Background: an optimization exercise with open tools, aiming at small area and a short achievable clock period. Do not read the settings as production practice. Only simulation tests tie the RTL to the original design; equivalence was not proved. No activity file was given, so power comes from the tool's default toggle rates.

### flow/standard.sh
#!/bin/bash
# synth_recipe.tcl (not shown) runs the flow's synth.tcl, then flattens the netlist and writes it again
# the make line also repeats each setting of config.mk as NAME=value (left out here)
make -C /OpenROAD-flow-scripts/flow DESIGN_CONFIG=/design/flow/config.mk WORK_HOME=/design/flow/orfs CLKGATE_MAP_FILE= SYNTH_SCRIPT=/design/flow/synth_recipe.tcl "${@:-finish}"
### flow/flow/run.sh
#!/bin/bash
# Layout flow: the standard layout (standard.sh) unchanged, except that
# buffer_ports gives every input and output port a plain buf_2 instead of the
# delay buffer (clkdlybuf4s50_1) it picks by default.
# ORFS writes each step's full log under orfs/logs/; make's own output goes
# to standard.log here.
set -euo pipefail
export BUFFER_PORTS_ARGS="-buffer_cell sky130_fd_sc_hd__buf_2"
bash standard.sh > standard.log 2>&1
### flow/config.mk
export PLATFORM = sky130hd
export DESIGN_NAME = CPU
export DESIGN_NICKNAME = CPU
export VERILOG_FILES = /design/flow/design.v
export SDC_FILE = /design/flow/constraint.sdc
export NUM_CORES = 4
export LEC_CHECK = 0
export CAP_MARGIN = 20
export CORE_MARGIN = 2
export CORE_UTILIZATION = 55
export CTS_BUF_LIST = sky130_fd_sc_hd__clkbuf_8
export PLACE_DENSITY = 0.65
export SLEW_MARGIN = 20
export SYNTH_HIERARCHICAL = 1
### flow/constraint.sdc
create_clock -name core_clock -period 50.0 [get_ports {clk}]
set_input_delay 10.0000 -clock core_clock [delete_from_list [all_inputs] [get_ports {clk}]]
set_output_delay 10.0000 -clock core_clock [all_outputs]
set_load 0.01 [all_outputs]
### flow/design.v
module add64 (
    input  wire [63:0] a,
    input  wire [63:0] b,
    input  wire        cin,
    output wire [63:0] sum,
    output wire        cout
    );
    wire [63:0] g0, p0;
    add_pg u_pg (.a(a), .b(b), .g(g0), .p(p0));
    wire c0g;
    add_gn u_c0 (.gi(g0[0]), .pi(p0[0]), .gj(cin), .g(c0g));
    wire g1_1;
    add_gn u_n1_1 (.gi(g0[1]), .pi(p0[1]), .gj(c0g), .g(g1_1));
    wire g1_3, p1_3;
    add_gpn u_n1_3 (.gi(g0[3]), .pi(p0[3]), .gj(g0[2]), .pj(p0[2]), .g(g1_3), .p(p1_3));
    wire g1_5, p1_5;
    add_gpn u_n1_5 (.gi(g0[5]), .pi(p0[5]), .gj(g0[4]), .pj(p0[4]), .g(g1_5), .p(p1_5));
    wire g1_7, p1_7;
    add_gpn u_n1_7 (.gi(g0[7]), .pi(p0[7]), .gj(g0[6]), .pj(p0[6]), .g(g1_7), .p(p1_7));
    wire g1_9, p1_9;
    add_gpn u_n1_9 (.gi(g0[9]), .pi(p0[9]), .gj(g0[8]), .pj(p0[8]), .g(g1_9), .p(p1_9));
    wire g1_11, p1_11;
    add_gpn u_n1_11 (.gi(g0[11]), .pi(p0[11]), .gj(g0[10]), .pj(p0[10]), .g(g1_11), .p(p1_11));
    wire g1_13, p1_13;
    add_gpn u_n1_13 (.gi(g0[13]), .pi(p0[13]), .gj(g0[12]), .pj(p0[12]), .g(g1_13), .p(p1_13));
    wire g1_15, p1_15;
    add_gpn u_n1_15 (.gi(g0[15]), .pi(p0[15]), .gj(g0[14]), .pj(p0[14]), .g(g1_15), .p(p1_15));
    wire g1_17, p1_17;
    add_gpn u_n1_17 (.gi(g0[17]), .pi(p0[17]), .gj(g0[16]), .pj(p0[16]), .g(g1_17), .p(p1_17));
    wire g1_19, p1_19;
    add_gpn u_n1_19 (.gi(g0[19]), .pi(p0[19]), .gj(g0[18]), .pj(p0[18]), .g(g1_19), .p(p1_19));
    wire g1_21, p1_21;
    add_gpn u_n1_21 (.gi(g0[21]), .pi(p0[21]), .gj(g0[20]), .pj(p0[20]), .g(g1_21), .p(p1_21));
    wire g1_23, p1_23;
    add_gpn u_n1_23 (.gi(g0[23]), .pi(p0[23]), .gj(g0[22]), .pj(p0[22]), .g(g1_23), .p(p1_23));
    wire g1_25, p1_25;
    add_gpn u_n1_25 (.gi(g0[25]), .pi(p0[25]), .gj(g0[24]), .pj(p0[24]), .g(g1_25), .p(p1_25));
    wire g1_27, p1_27;
    add_gpn u_n1_27 (.gi(g0[27]), .pi(p0[27]), .gj(g0[26]), .pj(p0[26]), .g(g1_27), .p(p1_27));
    wire g1_29, p1_29;
    add_gpn u_n1_29 (.gi(g0[29]), .pi(p0[29]), .gj(g0[28]), .pj(p0[28]), .g(g1_29), .p(p1_29));
    wire g1_31, p1_31;
    add_gpn u_n1_31 (.gi(g0[31]), .pi(p0[31]), .gj(g0[30]), .pj(p0[30]), .g(g1_31), .p(p1_31));
    wire g1_33, p1_33;
    add_gpn u_n1_33 (.gi(g0[33]), .pi(p0[33]), .gj(g0[32]), .pj(p0[32]), .g(g1_33), .p(p1_33));
    wire g1_35, p1_35;
    add_gpn u_n1_35 (.gi(g0[35]), .pi(p0[35]), .gj(g0[34]), .pj(p0[34]), .g(g1_35), .p(p1_35));
    wire g1_37, p1_37;
    add_gpn u_n1_37 (.gi(g0[37]), .pi(p0[37]), .gj(g0[36]), .pj(p0[36]), .g(g1_37), .p(p1_37));
    wire g1_39, p1_39;
    add_gpn u_n1_39 (.gi(g0[39]), .pi(p0[39]), .gj(g0[38]), .pj(p0[38]), .g(g1_39), .p(p1_39));
    wire g1_41, p1_41;
    add_gpn u_n1_41 (.gi(g0[41]), .pi(p0[41]), .gj(g0[40]), .pj(p0[40]), .g(g1_41), .p(p1_41));
    wire g1_43, p1_43;
    add_gpn u_n1_43 (.gi(g0[43]), .pi(p0[43]), .gj(g0[42]), .pj(p0[42]), .g(g1_43), .p(p1_43));
    wire g1_45, p1_45;
    add_gpn u_n1_45 (.gi(g0[45]), .pi(p0[45]), .gj(g0[44]), .pj(p0[44]), .g(g1_45), .p(p1_45));
    wire g1_47, p1_47;
    add_gpn u_n1_47 (.gi(g0[47]), .pi(p0[47]), .gj(g0[46]), .pj(p0[46]), .g(g1_47), .p(p1_47));
    wire g1_49, p1_49;
    add_gpn u_n1_49 (.gi(g0[49]), .pi(p0[49]), .gj(g0[48]), .pj(p0[48]), .g(g1_49), .p(p1_49));
    wire g1_51, p1_51;
    add_gpn u_n1_51 (.gi(g0[51]), .pi(p0[51]), .gj(g0[50]), .pj(p0[50]), .g(g1_51), .p(p1_51));
    wire g1_53, p1_53;
    add_gpn u_n1_53 (.gi(g0[53]), .pi(p0[53]), .gj(g0[52]), .pj(p0[52]), .g(g1_53), .p(p1_53));
    wire g1_55, p1_55;
    add_gpn u_n1_55 (.gi(g0[55]), .pi(p0[55]), .gj(g0[54]), .pj(p0[54]), .g(g1_55), .p(p1_55));
    wire g1_57, p1_57;
    add_gpn u_n1_57 (.gi(g0[57]), .pi(p0[57]), .gj(g0[56]), .pj(p0[56]), .g(g1_57), .p(p1_57));
    wire g1_59, p1_59;
    add_gpn u_n1_59 (.gi(g0[59]), .pi(p0[59]), .gj(g0[58]), .pj(p0[58]), .g(g1_59), .p(p1_59));
    wire g1_61, p1_61;
    add_gpn u_n1_61 (.gi(g0[61]), .pi(p0[61]), .gj(g0[60]), .pj(p0[60]), .g(g1_61), .p(p1_61));
    wire g1_63, p1_63;
    add_gpn u_n1_63 (.gi(g0[63]), .pi(p0[63]), .gj(g0[62]), .pj(p0[62]), .g(g1_63), .p(p1_63));
    wire g2_2;
    add_gn u_n2_2 (.gi(g0[2]), .pi(p0[2]), .gj(g1_1), .g(g2_2));
    wire g2_3;
    add_gn u_n2_3 (.gi(g1_3), .pi(p1_3), .gj(g1_1), .g(g2_3));
    wire g2_6, p2_6;
    add_gpn u_n2_6 (.gi(g0[6]), .pi(p0[6]), .gj(g1_5), .pj(p1_5), .g(g2_6), .p(p2_6));
    wire g2_7, p2_7;
    add_gpn u_n2_7 (.gi(g1_7), .pi(p1_7), .gj(g1_5), .pj(p1_5), .g(g2_7), .p(p2_7));
    wire g2_10, p2_10;
    add_gpn u_n2_10 (.gi(g0[10]), .pi(p0[10]), .gj(g1_9), .pj(p1_9), .g(g2_10), .p(p2_10));
    wire g2_11, p2_11;
    add_gpn u_n2_11 (.gi(g1_11), .pi(p1_11), .gj(g1_9), .pj(p1_9), .g(g2_11), .p(p2_11));
    wire g2_14, p2_14;
    add_gpn u_n2_14 (.gi(g0[14]), .pi(p0[14]), .gj(g1_13), .pj(p1_13), .g(g2_14), .p(p2_14));
    wire g2_15, p2_15;
    add_gpn u_n2_15 (.gi(g1_15), .pi(p1_15), .gj(g1_13), .pj(p1_13), .g(g2_15), .p(p2_15));
    wire g2_18, p2_18;
    add_gpn u_n2_18 (.gi(g0[18]), .pi(p0[18]), .gj(g1_17), .pj(p1_17), .g(g2_18), .p(p2_18));
    wire g2_19, p2_19;
    add_gpn u_n2_19 (.gi(g1_19), .pi(p1_19), .gj(g1_17), .pj(p1_17), .g(g2_19), .p(p2_19));
    wire g2_22, p2_22;
    add_gpn u_n2_22 (.gi(g0[22]), .pi(p0[22]), .gj(g1_21), .pj(p1_21), .g(g2_22), .p(p2_22));
    wire g2_23, p2_23;
    add_gpn u_n2_23 (.gi(g1_23), .pi(p1_23), .gj(g1_21), .pj(p1_21), .g(g2_23), .p(p2_23));
    wire g2_26, p2_26;
    add_gpn u_n2_26 (.gi(g0[26]), .pi(p0[26]), .gj(g1_25), .pj(p1_25), .g(g2_26), .p(p2_26));
    wire g2_27, p2_27;
    add_gpn u_n2_27 (.gi(g1_27), .pi(p1_27), .gj(g1_25), .pj(p1_25), .g(g2_27), .p(p2_27));
    wire g2_30, p2_30;
    add_gpn u_n2_30 (.gi(g0[30]), .pi(p0[30]), .gj(g1_29), .pj(p1_29), .g(g2_30), .p(p2_30));
    wire g2_31, p2_31;
    add_gpn u_n2_31 (.gi(g1_31), .pi(p1_31), .gj(g1_29), .pj(p1_29), .g(g2_31), .p(p2_31));
    wire g2_34, p2_34;
    add_gpn u_n2_34 (.gi(g0[34]), .pi(p0[34]), .gj(g1_33), .pj(p1_33), .g(g2_34), .p(p2_34));
    wire g2_35, p2_35;
    add_gpn u_n2_35 (.gi(g1_35), .pi(p1_35), .gj(g1_33), .pj(p1_33), .g(g2_35), .p(p2_35));
    wire g2_38, p2_38;
    add_gpn u_n2_38 (.gi(g0[38]), .pi(p0[38]), .gj(g1_37), .pj(p1_37), .g(g2_38), .p(p2_38));
    wire g2_39, p2_39;
    add_gpn u_n2_39 (.gi(g1_39), .pi(p1_39), .gj(g1_37), .pj(p1_37), .g(g2_39), .p(p2_39));
    wire g2_42, p2_42;
    add_gpn u_n2_42 (.gi(g0[42]), .pi(p0[42]), .gj(g1_41), .pj(p1_41), .g(g2_42), .p(p2_42));
    wire g2_43, p2_43;
    add_gpn u_n2_43 (.gi(g1_43), .pi(p1_43), .gj(g1_41), .pj(p1_41), .g(g2_43), .p(p2_43));
    wire g2_46, p2_46;
    add_gpn u_n2_46 (.gi(g0[46]), .pi(p0[46]), .gj(g1_45), .pj(p1_45), .g(g2_46), .p(p2_46));
    wire g2_47, p2_47;
    add_gpn u_n2_47 (.gi(g1_47), .pi(p1_47), .gj(g1_45), .pj(p1_45), .g(g2_47), .p(p2_47));
    wire g2_50, p2_50;
    add_gpn u_n2_50 (.gi(g0[50]), .pi(p0[50]), .gj(g1_49), .pj(p1_49), .g(g2_50), .p(p2_50));
    wire g2_51, p2_51;
    add_gpn u_n2_51 (.gi(g1_51), .pi(p1_51), .gj(g1_49), .pj(p1_49), .g(g2_51), .p(p2_51));
    wire g2_54, p2_54;
    add_gpn u_n2_54 (.gi(g0[54]), .pi(p0[54]), .gj(g1_53), .pj(p1_53), .g(g2_54), .p(p2_54));
    wire g2_55, p2_55;
    add_gpn u_n2_55 (.gi(g1_55), .pi(p1_55), .gj(g1_53), .pj(p1_53), .g(g2_55), .p(p2_55));
    wire g2_58, p2_58;
    add_gpn u_n2_58 (.gi(g0[58]), .pi(p0[58]), .gj(g1_57), .pj(p1_57), .g(g2_58), .p(p2_58));
    wire g2_59, p2_59;
    add_gpn u_n2_59 (.gi(g1_59), .pi(p1_59), .gj(g1_57), .pj(p1_57), .g(g2_59), .p(p2_59));
    wire g2_62, p2_62;
    add_gpn u_n2_62 (.gi(g0[62]), .pi(p0[62]), .gj(g1_61), .pj(p1_61), .g(g2_62), .p(p2_62));
    wire g2_63, p2_63;
    add_gpn u_n2_63 (.gi(g1_63), .pi(p1_63), .gj(g1_61), .pj(p1_61), .g(g2_63), .p(p2_63));
    wire g3_4;
    add_gn u_n3_4 (.gi(g0[4]), .pi(p0[4]), .gj(g2_3), .g(g3_4));
    wire g3_5;
    add_gn u_n3_5 (.gi(g1_5), .pi(p1_5), .gj(g2_3), .g(g3_5));
    wire g3_6;
    add_gn u_n3_6 (.gi(g2_6), .pi(p2_6), .gj(g2_3), .g(g3_6));
    wire g3_7;
    add_gn u_n3_7 (.gi(g2_7), .pi(p2_7), .gj(g2_3), .g(g3_7));
    wire g3_12, p3_12;
    add_gpn u_n3_12 (.gi(g0[12]), .pi(p0[12]), .gj(g2_11), .pj(p2_11), .g(g3_12), .p(p3_12));
    wire g3_13, p3_13;
    add_gpn u_n3_13 (.gi(g1_13), .pi(p1_13), .gj(g2_11), .pj(p2_11), .g(g3_13), .p(p3_13));
    wire g3_14, p3_14;
    add_gpn u_n3_14 (.gi(g2_14), .pi(p2_14), .gj(g2_11), .pj(p2_11), .g(g3_14), .p(p3_14));
    wire g3_15, p3_15;
    add_gpn u_n3_15 (.gi(g2_15), .pi(p2_15), .gj(g2_11), .pj(p2_11), .g(g3_15), .p(p3_15));
    wire g3_20, p3_20;
    add_gpn u_n3_20 (.gi(g0[20]), .pi(p0[20]), .gj(g2_19), .pj(p2_19), .g(g3_20), .p(p3_20));
    wire g3_21, p3_21;
    add_gpn u_n3_21 (.gi(g1_21), .pi(p1_21), .gj(g2_19), .pj(p2_19), .g(g3_21), .p(p3_21));
    wire g3_22, p3_22;
    add_gpn u_n3_22 (.gi(g2_22), .pi(p2_22), .gj(g2_19), .pj(p2_19), .g(g3_22), .p(p3_22));
    wire g3_23, p3_23;
    add_gpn u_n3_23 (.gi(g2_23), .pi(p2_23), .gj(g2_19), .pj(p2_19), .g(g3_23), .p(p3_23));
    wire g3_28, p3_28;
    add_gpn u_n3_28 (.gi(g0[28]), .pi(p0[28]), .gj(g2_27), .pj(p2_27), .g(g3_28), .p(p3_28));
    wire g3_29, p3_29;
    add_gpn u_n3_29 (.gi(g1_29), .pi(p1_29), .gj(g2_27), .pj(p2_27), .g(g3_29), .p(p3_29));
    wire g3_30, p3_30;
    add_gpn u_n3_30 (.gi(g2_30), .pi(p2_30), .gj(g2_27), .pj(p2_27), .g(g3_30), .p(p3_30));
    wire g3_31, p3_31;
    add_gpn u_n3_31 (.gi(g2_31), .pi(p2_31), .gj(g2_27), .pj(p2_27), .g(g3_31), .p(p3_31));
    wire g3_36, p3_36;
    add_gpn u_n3_36 (.gi(g0[36]), .pi(p0[36]), .gj(g2_35), .pj(p2_35), .g(g3_36), .p(p3_36));
    wire g3_37, p3_37;
    add_gpn u_n3_37 (.gi(g1_37), .pi(p1_37), .gj(g2_35), .pj(p2_35), .g(g3_37), .p(p3_37));
    wire g3_38, p3_38;
    add_gpn u_n3_38 (.gi(g2_38), .pi(p2_38), .gj(g2_35), .pj(p2_35), .g(g3_38), .p(p3_38));
    wire g3_39, p3_39;
    add_gpn u_n3_39 (.gi(g2_39), .pi(p2_39), .gj(g2_35), .pj(p2_35), .g(g3_39), .p(p3_39));
    wire g3_44, p3_44;
    add_gpn u_n3_44 (.gi(g0[44]), .pi(p0[44]), .gj(g2_43), .pj(p2_43), .g(g3_44), .p(p3_44));
    wire g3_45, p3_45;
    add_gpn u_n3_45 (.gi(g1_45), .pi(p1_45), .gj(g2_43), .pj(p2_43), .g(g3_45), .p(p3_45));
    wire g3_46, p3_46;
    add_gpn u_n3_46 (.gi(g2_46), .pi(p2_46), .gj(g2_43), .pj(p2_43), .g(g3_46), .p(p3_46));
    wire g3_47, p3_47;
    add_gpn u_n3_47 (.gi(g2_47), .pi(p2_47), .gj(g2_43), .pj(p2_43), .g(g3_47), .p(p3_47));
    wire g3_52, p3_52;
    add_gpn u_n3_52 (.gi(g0[52]), .pi(p0[52]), .gj(g2_51), .pj(p2_51), .g(g3_52), .p(p3_52));
    wire g3_53, p3_53;
    add_gpn u_n3_53 (.gi(g1_53), .pi(p1_53), .gj(g2_51), .pj(p2_51), .g(g3_53), .p(p3_53));
    wire g3_54, p3_54;
    add_gpn u_n3_54 (.gi(g2_54), .pi(p2_54), .gj(g2_51), .pj(p2_51), .g(g3_54), .p(p3_54));
    wire g3_55, p3_55;
    add_gpn u_n3_55 (.gi(g2_55), .pi(p2_55), .gj(g2_51), .pj(p2_51), .g(g3_55), .p(p3_55));
    wire g3_60, p3_60;
    add_gpn u_n3_60 (.gi(g0[60]), .pi(p0[60]), .gj(g2_59), .pj(p2_59), .g(g3_60), .p(p3_60));
    wire g3_61, p3_61;
    add_gpn u_n3_61 (.gi(g1_61), .pi(p1_61), .gj(g2_59), .pj(p2_59), .g(g3_61), .p(p3_61));
    wire g3_62, p3_62;
    add_gpn u_n3_62 (.gi(g2_62), .pi(p2_62), .gj(g2_59), .pj(p2_59), .g(g3_62), .p(p3_62));
    wire g3_63, p3_63;
    add_gpn u_n3_63 (.gi(g2_63), .pi(p2_63), .gj(g2_59), .pj(p2_59), .g(g3_63), .p(p3_63));
    wire g4_8;
    add_gn u_n4_8 (.gi(g0[8]), .pi(p0[8]), .gj(g3_7), .g(g4_8));
    wire g4_9;
    add_gn u_n4_9 (.gi(g1_9), .pi(p1_9), .gj(g3_7), .g(g4_9));
    wire g4_10;
    add_gn u_n4_10 (.gi(g2_10), .pi(p2_10), .gj(g3_7), .g(g4_10));
    wire g4_11;
    add_gn u_n4_11 (.gi(g2_11), .pi(p2_11), .gj(g3_7), .g(g4_11));
    wire g4_12;
    add_gn u_n4_12 (.gi(g3_12), .pi(p3_12), .gj(g3_7), .g(g4_12));
    wire g4_13;
    add_gn u_n4_13 (.gi(g3_13), .pi(p3_13), .gj(g3_7), .g(g4_13));
    wire g4_14;
    add_gn u_n4_14 (.gi(g3_14), .pi(p3_14), .gj(g3_7), .g(g4_14));
    wire g4_15;
    add_gn u_n4_15 (.gi(g3_15), .pi(p3_15), .gj(g3_7), .g(g4_15));
    wire g4_24, p4_24;
    add_gpn u_n4_24 (.gi(g0[24]), .pi(p0[24]), .gj(g3_23), .pj(p3_23), .g(g4_24), .p(p4_24));
    wire g4_25, p4_25;
    add_gpn u_n4_25 (.gi(g1_25), .pi(p1_25), .gj(g3_23), .pj(p3_23), .g(g4_25), .p(p4_25));
    wire g4_26, p4_26;
    add_gpn u_n4_26 (.gi(g2_26), .pi(p2_26), .gj(g3_23), .pj(p3_23), .g(g4_26), .p(p4_26));
    wire g4_27, p4_27;
    add_gpn u_n4_27 (.gi(g2_27), .pi(p2_27), .gj(g3_23), .pj(p3_23), .g(g4_27), .p(p4_27));
    wire g4_28, p4_28;
    add_gpn u_n4_28 (.gi(g3_28), .pi(p3_28), .gj(g3_23), .pj(p3_23), .g(g4_28), .p(p4_28));
    wire g4_29, p4_29;
    add_gpn u_n4_29 (.gi(g3_29), .pi(p3_29), .gj(g3_23), .pj(p3_23), .g(g4_29), .p(p4_29));
    wire g4_30, p4_30;
    add_gpn u_n4_30 (.gi(g3_30), .pi(p3_30), .gj(g3_23), .pj(p3_23), .g(g4_30), .p(p4_30));
    wire g4_31, p4_31;
    add_gpn u_n4_31 (.gi(g3_31), .pi(p3_31), .gj(g3_23), .pj(p3_23), .g(g4_31), .p(p4_31));
    wire g4_40, p4_40;
    add_gpn u_n4_40 (.gi(g0[40]), .pi(p0[40]), .gj(g3_39), .pj(p3_39), .g(g4_40), .p(p4_40));
    wire g4_41, p4_41;
    add_gpn u_n4_41 (.gi(g1_41), .pi(p1_41), .gj(g3_39), .pj(p3_39), .g(g4_41), .p(p4_41));
    wire g4_42, p4_42;
    add_gpn u_n4_42 (.gi(g2_42), .pi(p2_42), .gj(g3_39), .pj(p3_39), .g(g4_42), .p(p4_42));
    wire g4_43, p4_43;
    add_gpn u_n4_43 (.gi(g2_43), .pi(p2_43), .gj(g3_39), .pj(p3_39), .g(g4_43), .p(p4_43));
    wire g4_44, p4_44;
    add_gpn u_n4_44 (.gi(g3_44), .pi(p3_44), .gj(g3_39), .pj(p3_39), .g(g4_44), .p(p4_44));
    wire g4_45, p4_45;
    add_gpn u_n4_45 (.gi(g3_45), .pi(p3_45), .gj(g3_39), .pj(p3_39), .g(g4_45), .p(p4_45));
    wire g4_46, p4_46;
    add_gpn u_n4_46 (.gi(g3_46), .pi(p3_46), .gj(g3_39), .pj(p3_39), .g(g4_46), .p(p4_46));
    wire g4_47, p4_47;
    add_gpn u_n4_47 (.gi(g3_47), .pi(p3_47), .gj(g3_39), .pj(p3_39), .g(g4_47), .p(p4_47));
    wire g4_56, p4_56;
    add_gpn u_n4_56 (.gi(g0[56]), .pi(p0[56]), .gj(g3_55), .pj(p3_55), .g(g4_56), .p(p4_56));
    wire g4_57, p4_57;
    add_gpn u_n4_57 (.gi(g1_57), .pi(p1_57), .gj(g3_55), .pj(p3_55), .g(g4_57), .p(p4_57));
    wire g4_58, p4_58;
    add_gpn u_n4_58 (.gi(g2_58), .pi(p2_58), .gj(g3_55), .pj(p3_55), .g(g4_58), .p(p4_58));
    wire g4_59, p4_59;
    add_gpn u_n4_59 (.gi(g2_59), .pi(p2_59), .gj(g3_55), .pj(p3_55), .g(g4_59), .p(p4_59));
    wire g4_60, p4_60;
    add_gpn u_n4_60 (.gi(g3_60), .pi(p3_60), .gj(g3_55), .pj(p3_55), .g(g4_60), .p(p4_60));
    wire g4_61, p4_61;
    add_gpn u_n4_61 (.gi(g3_61), .pi(p3_61), .gj(g3_55), .pj(p3_55), .g(g4_61), .p(p4_61));
    wire g4_62, p4_62;
    add_gpn u_n4_62 (.gi(g3_62), .pi(p3_62), .gj(g3_55), .pj(p3_55), .g(g4_62), .p(p4_62));
    wire g4_63, p4_63;
    add_gpn u_n4_63 (.gi(g3_63), .pi(p3_63), .gj(g3_55), .pj(p3_55), .g(g4_63), .p(p4_63));
    wire g5_16;
    add_gn u_n5_16 (.gi(g0[16]), .pi(p0[16]), .gj(g4_15), .g(g5_16));
    wire g5_17;
    add_gn u_n5_17 (.gi(g1_17), .pi(p1_17), .gj(g4_15), .g(g5_17));
    wire g5_18;
    add_gn u_n5_18 (.gi(g2_18), .pi(p2_18), .gj(g4_15), .g(g5_18));
    wire g5_19;
    add_gn u_n5_19 (.gi(g2_19), .pi(p2_19), .gj(g4_15), .g(g5_19));
    wire g5_20;
    add_gn u_n5_20 (.gi(g3_20), .pi(p3_20), .gj(g4_15), .g(g5_20));
    wire g5_21;
    add_gn u_n5_21 (.gi(g3_21), .pi(p3_21), .gj(g4_15), .g(g5_21));
    wire g5_22;
    add_gn u_n5_22 (.gi(g3_22), .pi(p3_22), .gj(g4_15), .g(g5_22));
    wire g5_23;
    add_gn u_n5_23 (.gi(g3_23), .pi(p3_23), .gj(g4_15), .g(g5_23));
    wire g5_24;
    add_gn u_n5_24 (.gi(g4_24), .pi(p4_24), .gj(g4_15), .g(g5_24));
    wire g5_25;
    add_gn u_n5_25 (.gi(g4_25), .pi(p4_25), .gj(g4_15), .g(g5_25));
    wire g5_26;
    add_gn u_n5_26 (.gi(g4_26), .pi(p4_26), .gj(g4_15), .g(g5_26));
    wire g5_27;
    add_gn u_n5_27 (.gi(g4_27), .pi(p4_27), .gj(g4_15), .g(g5_27));
    wire g5_28;
    add_gn u_n5_28 (.gi(g4_28), .pi(p4_28), .gj(g4_15), .g(g5_28));
    wire g5_29;
    add_gn u_n5_29 (.gi(g4_29), .pi(p4_29), .gj(g4_15), .g(g5_29));
    wire g5_30;
    add_gn u_n5_30 (.gi(g4_30), .pi(p4_30), .gj(g4_15), .g(g5_30));
    wire g5_31;
    add_gn u_n5_31 (.gi(g4_31), .pi(p4_31), .gj(g4_15), .g(g5_31));
    wire g5_48, p5_48;
    add_gpn u_n5_48 (.gi(g0[48]), .pi(p0[48]), .gj(g4_47), .pj(p4_47), .g(g5_48), .p(p5_48));
    wire g5_49, p5_49;
    add_gpn u_n5_49 (.gi(g1_49), .pi(p1_49), .gj(g4_47), .pj(p4_47), .g(g5_49), .p(p5_49));
    wire g5_50, p5_50;
    add_gpn u_n5_50 (.gi(g2_50), .pi(p2_50), .gj(g4_47), .pj(p4_47), .g(g5_50), .p(p5_50));
    wire g5_51, p5_51;
    add_gpn u_n5_51 (.gi(g2_51), .pi(p2_51), .gj(g4_47), .pj(p4_47), .g(g5_51), .p(p5_51));
    wire g5_52, p5_52;
    add_gpn u_n5_52 (.gi(g3_52), .pi(p3_52), .gj(g4_47), .pj(p4_47), .g(g5_52), .p(p5_52));
    wire g5_53, p5_53;
    add_gpn u_n5_53 (.gi(g3_53), .pi(p3_53), .gj(g4_47), .pj(p4_47), .g(g5_53), .p(p5_53));
    wire g5_54, p5_54;
    add_gpn u_n5_54 (.gi(g3_54), .pi(p3_54), .gj(g4_47), .pj(p4_47), .g(g5_54), .p(p5_54));
    wire g5_55, p5_55;
    add_gpn u_n5_55 (.gi(g3_55), .pi(p3_55), .gj(g4_47), .pj(p4_47), .g(g5_55), .p(p5_55));
    wire g5_56, p5_56;
    add_gpn u_n5_56 (.gi(g4_56), .pi(p4_56), .gj(g4_47), .pj(p4_47), .g(g5_56), .p(p5_56));
    wire g5_57, p5_57;
    add_gpn u_n5_57 (.gi(g4_57), .pi(p4_57), .gj(g4_47), .pj(p4_47), .g(g5_57), .p(p5_57));
    wire g5_58, p5_58;
    add_gpn u_n5_58 (.gi(g4_58), .pi(p4_58), .gj(g4_47), .pj(p4_47), .g(g5_58), .p(p5_58));
    wire g5_59, p5_59;
    add_gpn u_n5_59 (.gi(g4_59), .pi(p4_59), .gj(g4_47), .pj(p4_47), .g(g5_59), .p(p5_59));
    wire g5_60, p5_60;
    add_gpn u_n5_60 (.gi(g4_60), .pi(p4_60), .gj(g4_47), .pj(p4_47), .g(g5_60), .p(p5_60));
    wire g5_61, p5_61;
    add_gpn u_n5_61 (.gi(g4_61), .pi(p4_61), .gj(g4_47), .pj(p4_47), .g(g5_61), .p(p5_61));
    wire g5_62, p5_62;
    add_gpn u_n5_62 (.gi(g4_62), .pi(p4_62), .gj(g4_47), .pj(p4_47), .g(g5_62), .p(p5_62));
    wire g5_63, p5_63;
    add_gpn u_n5_63 (.gi(g4_63), .pi(p4_63), .gj(g4_47), .pj(p4_47), .g(g5_63), .p(p5_63));
    wire g6_32;
    add_gn u_n6_32 (.gi(g0[32]), .pi(p0[32]), .gj(g5_31), .g(g6_32));
    wire g6_33;
    add_gn u_n6_33 (.gi(g1_33), .pi(p1_33), .gj(g5_31), .g(g6_33));
    wire g6_34;
    add_gn u_n6_34 (.gi(g2_34), .pi(p2_34), .gj(g5_31), .g(g6_34));
    wire g6_35;
    add_gn u_n6_35 (.gi(g2_35), .pi(p2_35), .gj(g5_31), .g(g6_35));
    wire g6_36;
    add_gn u_n6_36 (.gi(g3_36), .pi(p3_36), .gj(g5_31), .g(g6_36));
    wire g6_37;
    add_gn u_n6_37 (.gi(g3_37), .pi(p3_37), .gj(g5_31), .g(g6_37));
    wire g6_38;
    add_gn u_n6_38 (.gi(g3_38), .pi(p3_38), .gj(g5_31), .g(g6_38));
    wire g6_39;
    add_gn u_n6_39 (.gi(g3_39), .pi(p3_39), .gj(g5_31), .g(g6_39));
    wire g6_40;
    add_gn u_n6_40 (.gi(g4_40), .pi(p4_40), .gj(g5_31), .g(g6_40));
    wire g6_41;
    add_gn u_n6_41 (.gi(g4_41), .pi(p4_41), .gj(g5_31), .g(g6_41));
    wire g6_42;
    add_gn u_n6_42 (.gi(g4_42), .pi(p4_42), .gj(g5_31), .g(g6_42));
    wire g6_43;
    add_gn u_n6_43 (.gi(g4_43), .pi(p4_43), .gj(g5_31), .g(g6_43));
    wire g6_44;
    add_gn u_n6_44 (.gi(g4_44), .pi(p4_44), .gj(g5_31), .g(g6_44));
    wire g6_45;
    add_gn u_n6_45 (.gi(g4_45), .pi(p4_45), .gj(g5_31), .g(g6_45));
    wire g6_46;
    add_gn u_n6_46 (.gi(g4_46), .pi(p4_46), .gj(g5_31), .g(g6_46));
    wire g6_47;
    add_gn u_n6_47 (.gi(g4_47), .pi(p4_47), .gj(g5_31), .g(g6_47));
    wire g6_48;
    add_gn u_n6_48 (.gi(g5_48), .pi(p5_48), .gj(g5_31), .g(g6_48));
    wire g6_49;
    add_gn u_n6_49 (.gi(g5_49), .pi(p5_49), .gj(g5_31), .g(g6_49));
    wire g6_50;
    add_gn u_n6_50 (.gi(g5_50), .pi(p5_50), .gj(g5_31), .g(g6_50));
    wire g6_51;
    add_gn u_n6_51 (.gi(g5_51), .pi(p5_51), .gj(g5_31), .g(g6_51));
    wire g6_52;
    add_gn u_n6_52 (.gi(g5_52), .pi(p5_52), .gj(g5_31), .g(g6_52));
    wire g6_53;
    add_gn u_n6_53 (.gi(g5_53), .pi(p5_53), .gj(g5_31), .g(g6_53));
    wire g6_54;
    add_gn u_n6_54 (.gi(g5_54), .pi(p5_54), .gj(g5_31), .g(g6_54));
    wire g6_55;
    add_gn u_n6_55 (.gi(g5_55), .pi(p5_55), .gj(g5_31), .g(g6_55));
    wire g6_56;
    add_gn u_n6_56 (.gi(g5_56), .pi(p5_56), .gj(g5_31), .g(g6_56));
    wire g6_57;
    add_gn u_n6_57 (.gi(g5_57), .pi(p5_57), .gj(g5_31), .g(g6_57));
    wire g6_58;
    add_gn u_n6_58 (.gi(g5_58), .pi(p5_58), .gj(g5_31), .g(g6_58));
    wire g6_59;
    add_gn u_n6_59 (.gi(g5_59), .pi(p5_59), .gj(g5_31), .g(g6_59));
    wire g6_60;
    add_gn u_n6_60 (.gi(g5_60), .pi(p5_60), .gj(g5_31), .g(g6_60));
    wire g6_61;
    add_gn u_n6_61 (.gi(g5_61), .pi(p5_61), .gj(g5_31), .g(g6_61));
    wire g6_62;
    add_gn u_n6_62 (.gi(g5_62), .pi(p5_62), .gj(g5_31), .g(g6_62));
    wire g6_63;
    add_gn u_n6_63 (.gi(g5_63), .pi(p5_63), .gj(g5_31), .g(g6_63));
    wire [63:0] c;    
    assign c[0] = c0g;
    assign c[1] = g1_1;
    assign c[2] = g2_2;
    assign c[3] = g2_3;
    assign c[4] = g3_4;
    assign c[5] = g3_5;
    assign c[6] = g3_6;
    assign c[7] = g3_7;
    assign c[8] = g4_8;
    assign c[9] = g4_9;
    assign c[10] = g4_10;
    assign c[11] = g4_11;
    assign c[12] = g4_12;
    assign c[13] = g4_13;
    assign c[14] = g4_14;
    assign c[15] = g4_15;
    assign c[16] = g5_16;
    assign c[17] = g5_17;
    assign c[18] = g5_18;
    assign c[19] = g5_19;
    assign c[20] = g5_20;
    assign c[21] = g5_21;
    assign c[22] = g5_22;
    assign c[23] = g5_23;
    assign c[24] = g5_24;
    assign c[25] = g5_25;
    assign c[26] = g5_26;
    assign c[27] = g5_27;
    assign c[28] = g5_28;
    assign c[29] = g5_29;
    assign c[30] = g5_30;
    assign c[31] = g5_31;
    assign c[32] = g6_32;
    assign c[33] = g6_33;
    assign c[34] = g6_34;
    assign c[35] = g6_35;
    assign c[36] = g6_36;
    assign c[37] = g6_37;
    assign c[38] = g6_38;
    assign c[39] = g6_39;
    assign c[40] = g6_40;
    assign c[41] = g6_41;
    assign c[42] = g6_42;
    assign c[43] = g6_43;
    assign c[44] = g6_44;
    assign c[45] = g6_45;
    assign c[46] = g6_46;
    assign c[47] = g6_47;
    assign c[48] = g6_48;
    assign c[49] = g6_49;
    assign c[50] = g6_50;
    assign c[51] = g6_51;
    assign c[52] = g6_52;
    assign c[53] = g6_53;
    assign c[54] = g6_54;
    assign c[55] = g6_55;
    assign c[56] = g6_56;
    assign c[57] = g6_57;
    assign c[58] = g6_58;
    assign c[59] = g6_59;
    assign c[60] = g6_60;
    assign c[61] = g6_61;
    assign c[62] = g6_62;
    assign c[63] = g6_63;
    add_sum u_sum (.p(p0), .c({c[62:0], cin}), .s(sum));
    assign cout = c[63];
endmodule
module add_pg (input wire [63:0] a, input wire [63:0] b, output wire [63:0] g, output wire [63:0] p);
    assign g = a & b;
    assign p = a ^ b;
endmodule
module add_gpn (input wire gi, input wire pi, input wire gj, input wire pj, output wire g, output wire p);
    assign g = gi | (pi & gj);
    assign p = pi & pj;
endmodule
module add_gn (input wire gi, input wire pi, input wire gj, output wire g);
    assign g = gi | (pi & gj);
endmodule
module add_sum (input wire [63:0] p, input wire [63:0] c, output wire [63:0] s);
    assign s = p ^ c;
endmodule
`timescale 1ns / 1ps
module CPU #(parameter WIDTH = 64) (
    clk,rst,write_data,overflow,
    pc,instr,mem_addr,mem_rdata,mem_wdata,mem_write
    );
    input wire clk;
    input wire rst;
    output wire [WIDTH-1:0] pc;
    input wire [31:0] instr;
    output wire [WIDTH-1:0] mem_addr;
    input wire [WIDTH-1:0] mem_rdata;
    output wire [WIDTH-1:0] mem_wdata;
    output wire mem_write;
    output wire [WIDTH-1:0] write_data;
    output wire overflow;
    wire [6:0] op = instr[6:0];
    wire [2:0] f3 = instr[14:12];
    wire       b30 = instr[30];
    wire [4:0] rs1 = instr[19:15];
    wire [4:0] rs2 = instr[24:20];
    wire [4:0] rd  = instr[11:7];
    wire isR  = (op == 7'b0110011);
    wire isIA = (op == 7'b0010011);
    wire isL  = (op == 7'b0000011);
    wire isS  = (op == 7'b0100011);
    wire isB  = (op == 7'b1100011);
    wire isJ  = (op == 7'b1101111);
    wire regWrite = isR | isIA | isL;
    assign mem_write = isS;
    reg [64*32-1:64] rf;
    wire [63:0] wd_rf;                                
    wire [63:0] rs1_data;
    wire [63:0] rs2_data;
    genvar gi;
    generate
        for (gi = 1; gi < 32; gi = gi + 1) begin : g_rf
            always @(posedge clk) begin
                if (regWrite && rd == gi)
                    rf[64*gi +: 64] <= wd_rf;
            end
        end
    endgenerate
    rf_read u_rd1 (.rf(rf), .rs(rs1), .o(rs1_data));
    rf_read u_rd2 (.rf(rf), .rs(rs2), .o(rs2_data));
    wire useImm = ~op[5] | (~op[4] & ~op[6]);         
    wire [63:0] imm = {{52{instr[31]}}, instr[31:25], op[5] ? instr[11:7] : instr[24:20]};
    wire [63:0] a = rs1_data;
    wire [63:0] b = useImm ? imm : rs2_data;
    wire sub = op[4] ? (f3[1] | (op[5] & b30)) : op[6];
    wire inv = op[5] & b30;                           
    wire [63:0] sum;
    wire cout;
    add64 u_add (.a(a), .b(b ^ {64{sub}}), .cin(sub), .sum(sum), .cout(cout));
    wire lt = ~cout;                                  
    wire [63:0] x = a ^ b;
    wire eq = ~|x;
    wire big = |b[63:6];
    wire left = ~f3[2];
    wire [63:0] a_rev, shr_rev;
    wire [63:0] shin = left ? a_rev : a;
    wire [5:0] shamt;
    opmux6 u_shamt (.sel_imm(useImm), .imm(instr[25:20]), .r(rs2_data[5:0]), .o(shamt));
    wire [63:0] shr = shin >> shamt;
    generate
        for (gi = 0; gi < 64; gi = gi + 1) begin : g_rev
            assign a_rev[gi] = a[63 - gi];
            assign shr_rev[gi] = shr[63 - gi];
        end
    endgenerate
    wire [4:0] r5 = b[4:0];
    wire rnz = |r5;
    wire hi_small = ~|b[63:12];                       
    wire [7:0] m = {1'b0, b[11:5]} + {7'd0, rnz};
    wire c0 = hi_small & (m >= 8'd2) & (m <= 8'd65);
    wire c1 = hi_small & (m >= 8'd1) & (m <= 8'd64);
    wire [4:0] i0 = 5'd0 - r5;
    wire [31:0] dec = 32'd1 << i0;
    wire [63:0] mask = {dec & {32{c1}}, dec & {32{c0}}};
    wire [7:0] f3d = 8'd1 << f3;
    wire [63:0] alu;
    alusel u_alusel (
        .sum(sum), .shl(shr_rev), .shr(shr), .mask(mask), .x(x), .lor(a | b), .land(a & b),
        .lt(lt), .eq(eq),
        .s_sum(f3d[0]),
        .s_shl(f3d[1] & ~big),
        .s_shr(f3d[5] & ~big),
        .s_msk(f3d[5] & inv & a[63]),
        .s_slt(f3d[2]),
        .s_x(f3d[4] & ~inv),
        .s_eq(f3d[4] & inv),
        .s_or(f3d[6] & ~inv),
        .s_nor(f3d[6] & inv),
        .s_and(f3d[7] & ~inv),
        .s_nand(f3d[7] & inv),
        .inv(inv),
        .o(alu));
    assign overflow = cout;
    assign mem_addr = sum;
    wire [2:0] ao;
    add3 u_ao (.a(a[2:0]), .b(imm[2:0]), .s(ao));       
    wire [63:0] rdr = mem_rdata;
    wire [63:0] load;
    ld_ext u_ld (.rdr(rdr), .ao(ao), .f3(f3), .o(load));
    wbsel u_wb_out (.sel_alu(op[4]), .alu(alu), .load(load), .o(write_data));
    wbsel u_wb_rf  (.sel_alu(op[4]), .alu(alu), .load(load), .o(wd_rf));
    wire [1:0] ssz = f3[2] ? 2'b00 : f3[1:0];
    wire [63:0] wd = rs2_data;
    reg [63:0] st;
    always @* begin
        case (ssz)
            2'b00: st = {wd[7:0], rdr[55:0]};
            2'b01: st = {wd[15:0], rdr[47:0]};
            2'b10: st = {wd[31:0], rdr[31:0]};
            default: st = wd;
        endcase
    end
    assign mem_wdata = st;
    wire cond = f3[2] ? (lt ^ f3[0]) : (eq ^ (f3[0] & ~f3[1]));
    wire taken = isJ | (isB & cond);
    wire [63:0] offJ = {{43{instr[31]}}, instr[31], instr[19:12], instr[20], instr[30:21], 1'b0};
    wire [63:0] offB = {{51{instr[31]}}, instr[31], instr[7], instr[30:25], instr[11:8], 1'b0};
    wire [63:0] off = taken ? (op[3] ? offJ : offB) : 64'd4;
    reg [63:1] pcr;
    wire [63:0] pc_next = {pcr, 1'b0} + off;
    always @(posedge clk or posedge rst) begin
        if (rst)
            pcr <= 63'd0;
        else
            pcr <= pc_next[63:1];
    end
    assign pc = {pcr, 1'b0};
endmodule
module rf_read (
    input  wire [64*32-1:64] rf,
    input  wire [4:0]        rs,
    output wire [63:0]       o
    );
    genvar sl, r;
    generate
        for (sl = 0; sl < 4; sl = sl + 1) begin : g_sl
            wire [16*32-1:16] d;
            for (r = 1; r < 32; r = r + 1) begin : g_r
                assign d[16*r +: 16] = rf[64*r + 16*sl +: 16];
            end
            wire [31:1] sel;
            rf_dec u_dec (.rs(rs), .sel(sel));
            rf_slice u_slice (.d(d), .sel(sel), .o(o[16*sl +: 16]));
        end
    endgenerate
endmodule
module rf_dec (
    input  wire [4:0]  rs,
    output wire [31:1] sel
    );
    wire [3:0] lo;
    wire [7:0] hi;
    genvar k;
    generate
        for (k = 0; k < 4; k = k + 1) begin : g_lo
            assign lo[k] = (rs[1:0] == k);
        end
        for (k = 0; k < 8; k = k + 1) begin : g_hi
            assign hi[k] = (rs[4:2] == k);
        end
        for (k = 1; k < 32; k = k + 1) begin : g_sel
            assign sel[k] = hi[k >> 2] & lo[k & 3];
        end
    endgenerate
endmodule
module rf_slice (
    input  wire [16*32-1:16] d,
    input  wire [31:1]       sel,
    output wire [15:0]       o
    );
    wire [16*10-1:0] y;
    genvar g;
    generate
        for (g = 0; g < 10; g = g + 1) begin : g_grp
            rf_aoi3 u_aoi (
                .d0(d[16*(3*g+1) +: 16]), .d1(d[16*(3*g+2) +: 16]), .d2(d[16*(3*g+3) +: 16]),
                .s0(sel[3*g+1]), .s1(sel[3*g+2]), .s2(sel[3*g+3]),
                .y(y[16*g +: 16]));
        end
    endgenerate
    rf_comb u_comb (.y(y), .d(d[16*31 +: 16]), .s(sel[31]), .o(o));
endmodule
module rf_aoi3 (
    input  wire [15:0] d0, d1, d2,
    input  wire        s0, s1, s2,
    output wire [15:0] y
    );
    assign y = ~(({16{s0}} & d0) | ({16{s1}} & d1) | ({16{s2}} & d2));
endmodule
module rf_comb (
    input  wire [16*10-1:0] y,
    input  wire [15:0]      d,
    input  wire             s,
    output reg  [15:0]      o
    );
    integer i, k;
    always @* begin
        for (i = 0; i < 16; i = i + 1) begin
            o[i] = s & d[i];
            for (k = 0; k < 10; k = k + 1)
                o[i] = o[i] | ~y[16*k + i];
        end
    end
endmodule
module opmux6 (
    input  wire       sel_imm,
    input  wire [5:0] imm,
    input  wire [5:0] r,
    output wire [5:0] o
    );
    assign o = sel_imm ? imm : r;
endmodule
module add3 (
    input  wire [2:0] a,
    input  wire [2:0] b,
    output wire [2:0] s
    );
    assign s = a + b;
endmodule
module wbsel (
    input  wire        sel_alu,
    input  wire [63:0] alu,
    input  wire [63:0] load,
    output wire [63:0] o
    );
    assign o = sel_alu ? alu : load;
endmodule
module ld_ext (
    input  wire [63:0] rdr,
    input  wire [2:0]  ao,
    input  wire [2:0]  f3,
    output wire [63:0] o
    );
    wire lsign = ~f3[2] | (f3[1] & f3[0]);            
    wire [1:0] lsz = (f3 == 3'b111) ? 2'b00 : f3[1:0];
    wire sz_b = (lsz == 2'b00);
    wire sz_d = (lsz == 2'b11);
    wire [2:0] j0 = {ao[2] | sz_d, ao[1] | lsz[1], ao[0] | ~sz_b};
    wire [1:0] j1 = {ao[2] | sz_d, ao[1] | lsz[1]};
    wire [2:0] js = {ao[2], ao[1] & ~lsz[1], ao[0] & sz_b};
    wire [7:0] b0 = rdr >> {~j0, 3'b000};
    wire [7:0] b1 = rdr >> {~j1, 4'b1000};
    wire [7:0] bs = rdr >> {~js, 3'b000};
    wire sgn = lsign & bs[7];
    wire [15:0] w1 = (ao[2] | sz_d) ? rdr[31:16] : rdr[63:48];
    assign o[7:0]   = b0;
    assign o[15:8]  = sz_b ? {8{sgn}} : b1;
    assign o[31:16] = lsz[1] ? w1 : {16{sgn}};
    assign o[63:32] = sz_d ? rdr[63:32] : {32{sgn}};
endmodule
module alusel (
    input  wire [63:0] sum, shl, shr, mask, x, lor, land,
    input  wire        lt, eq,
    input  wire        s_sum, s_shl, s_shr, s_msk, s_slt, s_x, s_eq, s_or, s_nor, s_and, s_nand,
    input  wire        inv,
    output wire [63:0] o
    );
    wire [63:0] common = ({64{s_sum}} & sum) | ({64{s_shl}} & shl) | ({64{s_shr}} & shr)
                       | ({64{s_msk}} & mask) | ({64{s_x}} & x)
                       | ({64{s_or}} & lor) | ({64{s_nor}} & ~lor)
                       | ({64{s_and}} & land) | ({64{s_nand}} & ~land);
    assign o[0] = common[0] | (s_slt & (lt ^ inv)) | (s_eq & eq);
    assign o[63:1] = common[63:1] | {63{s_slt & inv}};
endmodule
==> results of run 1 <==
-- critical path: stages --
cell and delay [ps]:
buf_2 110, buf_4 580, nand3b_1 340, nor2_1 100, buf_4 230, a222oi_1 420, nand4_1 230, a2111o_1 720
a21oi_1 590, clkinv_1 400, xnor2_1 240, ha_1 400, and2_1 160, and2_1 230, and2_1 160, a21o_1 610
a21o_1 200, buf_4 430, a21o_1 260, inv_1 70, xor2_1 140, nand2_1 80, nand4_1 370, mux2_2 460
buf_2 180
-- modules after synthesis (local to each module, per instance), a selection --
module   cell area, um^2  cells inside  times used
rf_aoi3            187.7            19          80
CPU                75390          4169           1
add_pg             800.8            64           1
rf_comb            456.7            66           8
add_sum            560.5            64           1
ld_ext              1984           275           1
add_gn             7.507             1          64
add_gpn            13.76             2         129
opmux6             101.3             7           1
alusel              3976           520           1
add3               56.30             3           1
wbsel               1077            71           2
rf_dec             217.7            46           8
-- cell usage after synthesis, drive strengths merged (63+ instances only) --
| cell type | count | area [um^2] |
|---|---|---|
| inv | 296 | 1111 |
| a22oi | 80 | 600.6 |
| ha | 258 | 3228 |
| a21o | 231 | 1734 |
| o21ai | 85 | 436.7 |
| mux2i | 171 | 1712 |
| edfxtp | 1984 | 59580 |
| nand4 | 343 | 2146 |
| nand2 | 338 | 1279 |
| clkbuf | 154 | 588.1 |
| mux2 | 218 | 2935 |
| xnor2 | 106 | 928.4 |
| buf | 393 | 3382 |
| nor2 | 613 | 2318 |
| dfrtp | 63 | 1577 |
| a21oi | 317 | 1587 |
| a2111o | 129 | 1453 |
| xor2 | 86 | 753.2 |
| nand3 | 67 | 335.3 |
| a221oi | 75 | 950.9 |
| mux4 | 81 | 1836 |
| and2 | 137 | 857.1 |
| a22o | 64 | 560.5 |
| a222oi | 1280 | 12810 |
-- cell type report --
cell class                      instances  area [um^2]  share of cell area [%]
Multi-Input combinational cell       5089        42110                   35.77
Sequential cell                      2047        61150                   51.94
Clock buffer                          358         4927                   4.185
Clock inverter                        240         1309                   1.112
Timing Repair Buffer                  617         3767                   3.200
Tap cell                             2624         3283                   2.788
Inverter                              299         1122                  0.9532
Antenna cell                           26        65.06                 0.05526
-- final timing paths --
kind	to	slack [ps]	cells after the start
worst max register to register	pcr[54]	39580	29
worst min-delay path	pcr[63]	620	2
max in group asynchronous	pcr[7]	40280	3
worst max-delay path	write_data[0]	22090	25
min in group asynchronous	pcr[39]	9160	3
worst min register to register	pcr[63]	620	2
-- through the flow --
stage          area (um^2)  hold slack, ps  total power [mW]  util (%)  setup slack [ps]
2_1_floorplan       107700           545.3             2.779         -             25040
3_3_place_gp        111400           618.2             3.331     57.18             22540
3_5_place_dp        111400           617.9             3.349     57.18             22520
4_1_cts             117600           630.7             4.723     60.38             22500
5_1_grt             117700           664.2             4.880     60.42             21940
6_report            117700           617.9             4.798     60.45             22090
-- logic make-up (layout without fill, tap and decap cells) --
| family | Yosys count | in the layout |
|---|---|---|
| fa+ha+maj | 260 | 260 |
| buf+inv | 846 | 1514 |
| flops | 2047 | 2047 |
| simple gates | 1738 | 1738 |
| other cells | 1 | 27 |
| mux | 470 | 470 |
| xor+xnor | 193 | 193 |
| compound gates | 2427 | 2427 |
-- report_power, final --
part / switching [mW] / leakage, nW / total [mW] / internal, mW
clock network: 0.685 / 3.55 / 1.41 / 0.723
logic: 0.966 / 20.9 / 1.34 / 0.371
registers: 0.0131 / 18.8 / 2.05 / 2.04
total: 1.66 / 43.3 / 4.80 / 3.13
-- routing by layer --
layer / global-route usage [%] / up-vias
met1: 57.53 / 43887
met2: 67.01 / 8622
met5: 0.4640 / -
li1: - / 35204
met3: 16.44 / 1692
met4: 32.91 / 40
-- registers in the layout, indices dropped and copies added, names as in the netlist --
register	count
rf	1984
pcr	63
==> Implementation_results.wiki, run 1 <==
{| class="wikitable"
! Metric !! Value
|-
| Result of the run || timing/DRC/antenna clean
|-
| Vias per std cell || 7.915
|-
| Post-CTS setup buffer count || 0
|-
| Share of synthesized cell area in and, or, nand and nor gates || 7.951%
|-
| Post-layout instance count excluding filler cells || 11300
|-
| Data required, critical path || 40000 ps
|-
| Startpoint of the lowest-slack hold path || pcr[63]
|-
| Maximum ir drop on the vdd rail || 38.39 uV
|-
| Startpoint of the most critical setup path || instr[23]
|-
| Commonest cells after routing, fill and taps aside || edfxtp_1, a222oi_1, nor2_1, inv_1, clkbuf_8
|-
| Async S/R FF share, synth || 3.078%
|-
| Met2 Wirelength || 199.8 mm
|-
| Worst setup path category || input pin to output port
|-
| Number of violations of the max-capacitance limit || 0
|-
| Post-synthesis mux area share || 6.020%
|-
| Layout Skew || 89.64 ps
|-
| Clock Latency Late Sink || 1120 ps
|-
| Synthesized-area fraction occupied by adder cells || 3.035%
|-
| Buffer depth of the longest clock path || 4
|-
| Count of final hold-check violations || 0
|-
| Kind of end point of the critical path || output port
|-
| Placement Rows || 162
|-
| Unrepaired setup endpoints after global routing || false
|-
| Data arrival time of the critical path || 17910 ps
|-
| Total leakage power || 43.28 nW
|-
| Deepest level of the CTS H-tree || 5
|-
| TNS Setup || 0 ps
|-
| Worst Tran Pin Value || 1364 ps
|-
| Count of vias placed by the detailed router || 89445
|-
| Most used flip-flop cell after synthesis || edfxtp_1
|-
| Aggregate routed wire length || 475.6 mm
|-
| TritonCTS Buffers || 347
|-
| DP HPWL || 321.1 mm
|-
| Die H || 446.5 um
|-
| Cell Area, Synth || 107700 um^2
|-
| Final setup violation count || 0
|-
| Number of cells after detailed placement || 10674
|-
| Element type at the critical path start || input pin
|-
| GR Overflow Total || 0
|-
| Number of search-and-repair iterations in the first detailed-routing pass || 13
|-
| Worst hold-check path type || flop to flop
|-
| Master cell of the clock root buffer || clkbuf_8
|-
| Fraction of the mapped netlist area in compound gates || 19.89%
|-
| Number of port buffers || 354
|-
| Clock slew seen by the registers of the worst setup and hold paths || 50 ps
|-
| Tightest slew margin relative to the limit || 8.125%
|-
| Synthesis-to-layout area growth || 9.332%
|-
| Via count of the first global-routing pass || 83491
|-
| GP Congestion || 1.076
|-
| Post-synthesis net count || 8340
|-
| Proportion of synthesized chip area in sequential cells || 56.79%
|-
| DIE WIDTH || 446.5 um
|-
| Most frequent standard cell in the layout excluding fill and tap cells || edfxtp_1
|-
| Post-detailed-route count of antenna-violating nets || 0
|-
| Total DRC errors in the routed layout || 0
|-
| Met3 routed wirelength || 76.27 mm
|-
| Number of flops mapped to enable cells by yosys || 1984
|-
| Fmax || 0.03584 GHz
|-
| Count of distinct cell types in the synthesized netlist || 90
|-
| Mean area per synthesized cell || 13.49 um^2
|-
| Largest fanout on the critical path || 35
|-
| Total clock sinks || 2047
|-
| Number of antenna violations at the first check in global routing || 53
|-
| Number of pins exceeding their max-slew limit in the final report || 0
|-
| Pin count of the biggest net entering global routing || 83
|-
| Yosys synthesis warning count || 8
|-
| Met1 wire length || 157.4 mm
|-
| Quantity of gates resized following cts || 0
|-
| Layout fillers || 15376
|-
| Number of synthesized register bits || 2047
|-
| CTS tree || built
|-
| Uppermost layer routed || met5
|-
| Main combinational cell family by area after synthesis || compound AO/OA/AOI/OAI gates
|-
| Total die area || 199400 um^2
|-
| Boundary pin count || 356
|-
| Hold buffer count at CTS || 0
|-
| Xor/xnor share of the synthesized area || 1.584%
|-
| Cell count after synthesis || 7982
|-
| Min Tclk post-route || 27910 ps
|-
| First-iteration detailed-routing DRC count || 23493
|-
| GRT Total Usage || 46.26%
|-
| Initial core utilization || 55.29%
|-
| Final period util || 55.81%
|-
| Power density of the placed cells || 40.75 nW/um^2
|-
| Critical register-to-register path startpoint || rf[650]
|-
| Layout net count || 8759
|-
| WL per Instance || 42.08 um
|-
| Floorplan core area || 194800 um^2
|-
| Fraction of final layout cells sized beyond drive strength 1 || 18.75%
|-
| First-pass GRT wire length || 645.4 mm
|}
==> run 2, diff against run 1 <==
==> flow/flow/run.sh (replaced) <==
#!/bin/bash
# Layout flow: the standard layout (standard.sh) with two changes:
#  - buffer_ports gives every input and output port a plain buf_2 instead of
#    the delay buffer (clkdlybuf4s50_1) it picks by default;
#  - clock tree synthesis runs with its usual arguments but without dummy
#    loads (-dont_use_dummy_load).
# ORFS writes each step's full log under orfs/logs/; make's own output goes
# to standard.log here.
set -euo pipefail
export BUFFER_PORTS_ARGS="-buffer_cell sky130_fd_sc_hd__buf_2"
export CTS_ARGS="-sink_clustering_enable -repair_clock_nets -buf_list sky130_fd_sc_hd__clkbuf_8 -dont_use_dummy_load"
bash standard.sh > standard.log 2>&1
--- a/flow/config.mk
+++ b/flow/config.mk
@@ -5,7 +5,7 @@
 export SDC_FILE = /design/flow/constraint.sdc
 export NUM_CORES = 4
 export LEC_CHECK = 0
-export CAP_MARGIN = 20
+export CAP_MARGIN = 30
 export CORE_MARGIN = 2
 export CORE_UTILIZATION = 55
 export CTS_BUF_LIST = sky130_fd_sc_hd__clkbuf_8
==> Implementation_results.wiki, run 2 <==
{| class="wikitable"
! Metric !! Value
|-
| Result of the run || timing/DRC/antenna clean
|-
| GP Congestion || 1.076
|-
| Layout net count || 8840
|-
| Element type at the critical path start || input pin
|-
| Boundary pin count || 356
|-
| First-pass GRT wire length || 647.5 mm
|-
| Global routing usage on met1 || 57.41%
|-
| Synthesis-to-layout area growth || 8.859%
|-
| Cell with the most instances after synthesis || edfxtp_1
|-
| WL per Instance || 42.85 um
|-
| Number of search-and-repair iterations in the first detailed-routing pass || 15
|-
| Initial core utilization || 55.29%
|-
| Most frequent standard cell in the layout excluding fill and tap cells || edfxtp_1
|-
| Total DRC errors in the routed layout || 0
|-
| Cell Area, Synth || 107700 um^2
|-
| Via count of the first global-routing pass || 83456
|-
| Mean area per synthesized cell || 13.49 um^2
|-
| Worst Tran Pin Value || 1172 ps
|-
| Floorplan core area || 194800 um^2
|-
| Clock Latency Late Sink || 1140 ps
|-
| Kind of end point of the critical path || output port
|-
| Final Power || 4.637 mW
|-
| Min Tclk post-route || 27760 ps
|-
| Placement Rows || 162
|-
| Data required, critical path || 40000 ps
|-
| GR Overflow Total || 0
|-
| TNS Setup || 0 ps
|-
| Number of antenna violations at the first check in global routing || 49
|-
| Number of synthesized register bits || 2047
|-
| Deepest level of the CTS H-tree || 5
|-
| Quantity of gates resized following cts || 0
|-
| Footprint of the multi-input gates || 42100 um^2
|-
| Routing usage on met3 || 17.37%
|-
| Post-CTS setup buffer count || 0
|-
| Final core occ || 60.18%
|-
| Cell type with the highest aggregate area in the netlist || edfxtp_1
|-
| Pin count of the biggest net entering global routing || 83
|-
| Final setup violation count || 0
|-
| Largest cells by area after synthesis || edfxtp_1, a222oi_1, ha_1
|-
| Worst setup path category || input pin to output port
|-
| Final hold slack || 619.0 ps
|-
| Total clock sinks || 2047
|-
| Data arrival time of the critical path || 17750 ps
|-
| Sequential cell area || 61150 um^2
|-
| Fraction of post-synthesis cell area in the top cell type by area || 55.32%
|-
| TritonCTS Buffers || 348
|-
| Post-detailed-route count of antenna-violating nets || 0
|-
| Post-synthesis net count || 8340
|-
| Number of flops mapped to enable cells by yosys || 1984
|-
| Count of final hold-check violations || 0
|-
| Largest fanout on the critical path || 66
|-
| Number of cells after detailed placement || 10713
|-
| Post-layout instance count excluding filler cells || 11135
|-
| Tightest slew margin relative to the limit || 21.25%
|-
| Commonest cells after routing, fill and taps aside || edfxtp_1, a222oi_1, nor2_1, buf_2, clkbuf_8
|-
| Total die area || 199400 um^2
|-
| DIE WIDTH || 446.5 um
|-
| Commonest cells in the netlist || edfxtp_1, a222oi_1, nor2_1
|-
| Number of port buffers || 354
|-
| Cell count after synthesis || 7982
|-
| Buffer depth of the longest clock path || 4
|-
| Maximum ir drop on the vdd rail || 35.34 uV
|-
| Number of violations of the max-capacitance limit || 0
|-
| Number of pins exceeding their max-slew limit in the final report || 0
|-
| CTS tree || built
|-
| Worst hold-check path type || flop to flop
|-
| First-iteration detailed-routing DRC count || 23210
|-
| Power density of the placed cells || 39.56 nW/um^2
|-
| Proportion of synthesized chip area in sequential cells || 56.79%
|-
| Vias per std cell || 8.047
|-
| Clock slew seen by the registers of the worst setup and hold paths || 50 ps
|-
| Count of vias placed by the detailed router || 89602
|-
| Fraction of met2 tracks used by global routing || 66.71%
|-
| Fraction of final layout cells sized beyond drive strength 1 || 19.21%
|-
| Master cell of the clock root buffer || clkbuf_8
|-
| Fmax || 0.03603 GHz
|-
| Max FFs per register || 1984
|-
| Largest reg by FF count || rf
|-
| Unrepaired setup endpoints after global routing || false
|-
| Top Registers || rf (1984), pcr (63)
|-
| Layout Skew || 144.1 ps
|-
| Total leakage power || 42.73 nW
|-
| GRT Max-Usage Layer || met2
|-
| GRT Total Usage || 46.46%
|-
| Most used flip-flop cell after synthesis || edfxtp_1
|-
| DP HPWL || 322.9 mm
|-
| Count of distinct cell types in the synthesized netlist || 90
|-
| Layout fillers || 15492
|-
| Final period util || 55.51%
|-
| Aggregate routed wire length || 477.2 mm
|-
| Hold buffer count at CTS || 0
|-
| Async S/R FF share, synth || 3.078%
|-
| Die H || 446.5 um
|-
| Yosys synthesis warning count || 8
|}
-- run 2: cell types whose count changed in the layout (fill, tap and decap cells not counted), moves of 10 or more --
cell       previous run  this run
inv_1               386       291
clkinv_2             39         0
buf_6                 2        34
clkbuf_8            359       349
buf_8                 0        14
bufinv_16            12         0
buf_2               351       368
clkinv_1             86         2
-- run 2: per-module statistics from Yosys, one instance, submodules excluded, a selection --
module / area [um^2] / cells inside / flops+latches
wbsel: 1077 / 71 / 0
ld_ext: 1984 / 275 / 0
rf_comb: 456.7 / 66 / 0
add_gpn: 13.76 / 2 / 0
alusel: 3976 / 520 / 0
rf_aoi3: 187.7 / 19 / 0
CPU: 75390 / 4169 / 2047
add_pg: 800.8 / 64 / 0
add_gn: 7.507 / 1 / 0
opmux6: 101.3 / 7 / 0
rf_dec: 217.7 / 46 / 0
add3: 56.30 / 3 / 0
add_sum: 560.5 / 64 / 0
-- run 2: cell type report --
cell class | instances | area share (%)
Antenna cell | 31 | 0.06617
Clock buffer | 348 | 4.086
Inverter | 299 | 0.9574
Multi-Input combinational cell | 5089 | 35.92
Sequential cell | 2047 | 52.17
Tap cell | 2624 | 2.801
Timing Repair Buffer | 697 | 4.010
-- run 2: kinds of logic after synthesis --
group / Yosys count / synth area share [%]
AOI/OAI and AO/OA: 2427 / 19.89
xor gates and xnor gates: 193 / 1.584
adders and majority gates: 260 / 3.035
buffers and inverters: 846 / 4.729
DFF: 2047 / 56.79
muxes: 470 / 6.020
other: 1 / 0.003482
and+or+nand+nor: 1738 / 7.951
-- run 2: power by group --
part	total [mW]	switching, mW	internal [mW]	leakage [nW]
combinational	1.35	0.973	0.379	21.4
clock	1.23	0.618	0.612	2.50
sequential	2.05	0.0134	2.04	18.8
-- run 2: final timing paths --
| kind | end | cells after the start | startpoint | slack (ps) |
|---|---|---|---|---|
| worst max-delay path | write_data[31] | 22 | instr[23] | 22250 |
| worst min-delay path | pcr[63] | 2 | pcr[63] | 620 |
| worst min register to register | pcr[63] | 2 | pcr[63] | 620 |
| max in group asynchronous | pcr[1] | 3 | rst | 40240 |
| worst max register to register | pcr[63] | 30 | rf[650] | 39680 |
| min in group asynchronous | pcr[54] | 3 | rst | 9160 |
-- run 2: critical path: stages --
cell	delay (ps)
buf_2	120
buf_4	550
nand3b_1	330
nor2_1	90
buf_4	230
a222oi_1	350
nand4_1	470
a2111o_1	770
mux2_4	540
inv_2	90
buf_4	700
mux2i_1	680
nor2_1	80
nor2_1	260
mux2i_1	200
a21oi_1	470
nor2_1	130
a22o_1	280
a221oi_1	210
nand4_1	460
mux2_4	440
buf_2	150
-- run 2: metal layers --
layer	up-vias	part of all wire [%]
li1	35090	-
met1	44020	33
met2	8629	42
met3	1823	16
met4	40	9.1
met5	-	0.053
-- run 2: stage by stage --
| stage | cell area, um^2 | setup slack [ps] |
|---|---|---|
| finish | 117200 | 22250 |
| global route | 117200 | 22090 |
| CTS | 116600 | 22570 |
| detailed placement | 111800 | 22600 |
| global placement | 111400 | 22540 |
| floorplan | 107700 | 25040 |

==> afterwards: timing with drivers on the ports <==
The results above use ideal ports. As a check the final layouts listed here were re-extracted and re-timed, cells and wires unchanged. Step 1 sets driving cells, clkbuf_16 on the clock port and buf_2 on the other inputs (assumed; they add their load-dependent delay and slew). Step 2 also shifts input and output timing later by t, the mid clock arrival at the registers, as if the neighbouring blocks saw the same clock. Three values: no drivers, after step 1, after step 2; two values: the first two.
run | t (ns) | setup WS [ns] | worst setup path at the end | worst register clock-pin slew, ns | worst slew at a driven data input, ns
run 1 | 1.172 | 22.095 / 22.061 / 22.061 | input to output | 0.07 / 0.07 | 0.14
run 2 | 1.167 | 22.245 / 22.188 / 22.188 | input to output | 0.07 / 0.07 | 0.14
After both steps setup and hold are still met in every run listed. The setup slack of run 2, which loses most, moves by -0.057 ns with the drivers and by -0.057 ns with both steps.
